Background: an optimization exercise with open tools, aiming at small area. Do not read the settings as production practice.
Only simulation tests tie the RTL to the original design; equivalence was not proved.
Power is estimated from default activity; no workload was simulated.

Setup of run 1:
## ALU_16_bit
module ALU_16_bit(
input wire [15:0] A,
input wire [15:0] B,
input wire [3:0] ALU_FUN,
input wire clk,
output reg [15:0] ALU_OUT,
output wire Carry_Flag,
output wire Arith_Flag,
output wire Logic_Flag,
output wire CMP_Flag,
output wire Shift_Flag
);
wire is_add = ALU_FUN == 4'b0000;
wire is_sub = ALU_FUN == 4'b0001;
wire is_mul = ALU_FUN == 4'b0010;
wire is_div = ALU_FUN == 4'b0011;
wire is_as  = ALU_FUN[3:1] == 3'b000;
wire is_shr = ALU_FUN == 4'b1101;
wire is_shl = ALU_FUN == 4'b1110;
wire is_eq  = ALU_FUN == 4'b1010;
wire is_gt  = ALU_FUN == 4'b1011;
wire is_lt  = ALU_FUN == 4'b1100;
assign Arith_Flag = ALU_FUN[3:2] == 2'b00;
assign Logic_Flag = (ALU_FUN[3:2] == 2'b01) | (ALU_FUN[3:1] == 3'b100);
assign CMP_Flag   = is_eq | is_gt | is_lt;
assign Shift_Flag = is_shr | is_shl;
wire as_sub = ~is_add;
wire [15:0] bs = B ^ {16{as_sub}};
wire [16:0] cc;
assign cc[0] = as_sub;
genvar gi;
generate for (gi = 0; gi < 16; gi = gi + 1) begin : cchain
  assign cc[gi+1] = (A[gi] & bs[gi]) | ((A[gi] | bs[gi]) & cc[gi]);
end endgenerate
wire [15:0] as_sum = A ^ bs ^ cc[15:0];
wire ge = cc[16];
wire eq = ~|(A ^ B);
assign Carry_Flag = (is_add & ge) | (is_sub & ~ge);
wire [15:0] nb = ~B;
wire [15:0] zhi;
assign zhi[0] = 1'b1;
generate for (gi = 1; gi < 16; gi = gi + 1) begin : zh
  assign zhi[gi] = zhi[gi-1] & ~B[16-gi];
end endgenerate
wire bnz = |B;
wire [15:0] zd = zhi & {16{is_div & bnz}};
wire [15:0] ma = A & {16{is_mul}};
wire [15:0] q;
assign x16 = A | {16{is_mul}};
wire [15:0] x0;
wire [15:0] x1;
wire [15:0] x2;
wire [15:0] x3;
wire [15:0] x4;
wire [15:0] x5;
wire [15:0] x6;
wire [15:0] x7;
wire [15:0] x8;
wire [15:0] x9;
wire [15:0] x10;
wire [15:0] x11;
wire [15:0] x12;
wire [15:0] x13;
wire [15:0] x14;
wire [15:0] x15;
wire [15:0] x16;
wire co15;
wire r15_g0;
wire r15_t0;
wire r15_s0;
wire sel15;
wire co14;
wire r14_g0;
wire r14_t0;
wire r14_g1;
wire r14_t1;
wire r14_u0_1_g;
wire r14_u0_1_t;
wire r14_s0;
wire r14_s1;
wire sel14;
wire co13;
wire r13_g0;
wire r13_t0;
wire r13_g1;
wire r13_t1;
wire r13_g2;
wire r13_t2;
wire r13_u0_1_g;
wire r13_u0_1_t;
wire r13_d0_2_g;
wire r13_d0_2_t;
wire r13_s0;
wire r13_s1;
wire r13_s2;
wire sel13;
wire co12;
  ...
For scale: roughly 1600 cells after synthesis, roughly 16 flip-flops, about 58 I/O pins, roughly 9800 µm² of cells after synthesis.
clock: 31.0 ns
lec_check: 0
abc_area: 1
cap_margin: 20
core_margin: 2
core_utilization: 40
slew_margin: 20
run.sh (not shown) runs the stock make flow with config.mk's settings and CLKGATE_MAP_FILE= SYNTH_SCRIPT=/design/flow/synth_recipe.tcl, a recipe that flattens the netlist after the stock synthesis.
--- input diff run 1..run 2 ---
diff --git a/flow/config.mk b/flow/config.mk
--- a/flow/config.mk
+++ b/flow/config.mk
@@ -11,2 +11,3 @@
 export CORE_UTILIZATION = 40
+export GPL_TIMING_DRIVEN = 0
 export SLEW_MARGIN = 20
### Flow results
Layout-stage area growth over the synthesis result for run 2: 3.5 points up relative to run 1. Compared run 1 against run 2; power dissipated in sequential cells within noise. The final reports for run 2 and run 1 show post-route fraction of the period consumed by the critical path higher in the former. The worst setup slack reported for run 2 is smaller than that of run 1 by 0.39 ns. Going from run 1 to run 2, peak fanout along the critical path shrinks by 4. Delta (run 2 minus run 1): number of cells on the critical path higher; register fraction of the total cell area closely matched the old numbers; global-route wire length before repair moved down; total setup buffers inserted after CTS rose by 14.
--- input diff run 2..run 3 ---
diff --git a/flow/config.mk b/flow/config.mk
--- a/flow/config.mk
+++ b/flow/config.mk
@@ -8,6 +8,6 @@
 export ABC_AREA = 1
-export CAP_MARGIN = 20
+export CAP_MARGIN = 0
 export CORE_MARGIN = 2
 export CORE_UTILIZATION = 40
-export GPL_TIMING_DRIVEN = 0
-export SLEW_MARGIN = 20
+export CTS_BUF_LIST = sky130_fd_sc_hd__clkbuf_4
+export SLEW_MARGIN = 0
==> comparison <==
- Worst hold margin ends up lower on run 2.
- Between run 3 and run 2, the power per standard cell area is higher for run 2.
- Worst slew margin relative to its limit: run 3 higher than run 2
- [compare] base=run 2 new=run 3: portion of total power attributed to sequential cells went up, post-layout total power went down, fraction of layout instances using a drive strength above 1 went down.
- Worst-case setup margin in the final layout: higher on run 3
- Run 2 → run 3: hold buffer count at CTS neither gained nor lost much, total buffers and inverters traversed by the critical path lost 15%, clock buffer count in the final layout has decreased.

[port drivers added, routing unchanged]
In the flow no input, the clock included, has a driving cell. The finished layouts below were timed again as built, in two steps.
Step 1 (the two cells are an assumption about what drives the block):
set clk [get_ports {clk}]
set_driving_cell -lib_cell sky130_fd_sc_hd__clkbuf_16 $clk
set_driving_cell -lib_cell sky130_fd_sc_hd__buf_2 [delete_from_list [all_inputs] $clk]
Step 2, shift: input delay + t, output delay - t, t = (earliest + latest rising clock arrival at the registers) / 2. This alone moves slack from input paths to output paths.
a / b / c = ideal ports / drivers / drivers and shift; a / b = the first two.
run | t, ns | setup WS [ns] | latest minus earliest clock arrival (ns) | slew at the worst register clock pin (ns)
run 1 | 0.285 | 2.070 / 2.080 / 1.794 | 0.001 / 0.001 | 0.05 / 0.05
run 2 | 0.279 | 1.684 / 1.701 / 1.422 | 0.002 / 0.002 | 0.05 / 0.05
run 3 | 0.330 | 2.140 / 2.142 / 1.813 | 0.003 / 0.003 | 0.11 / 0.11
After both steps setup and hold are still met in every run listed. The setup slack of run 3, which loses most, moves by +0.002 ns with the drivers and by -0.327 ns with both steps.
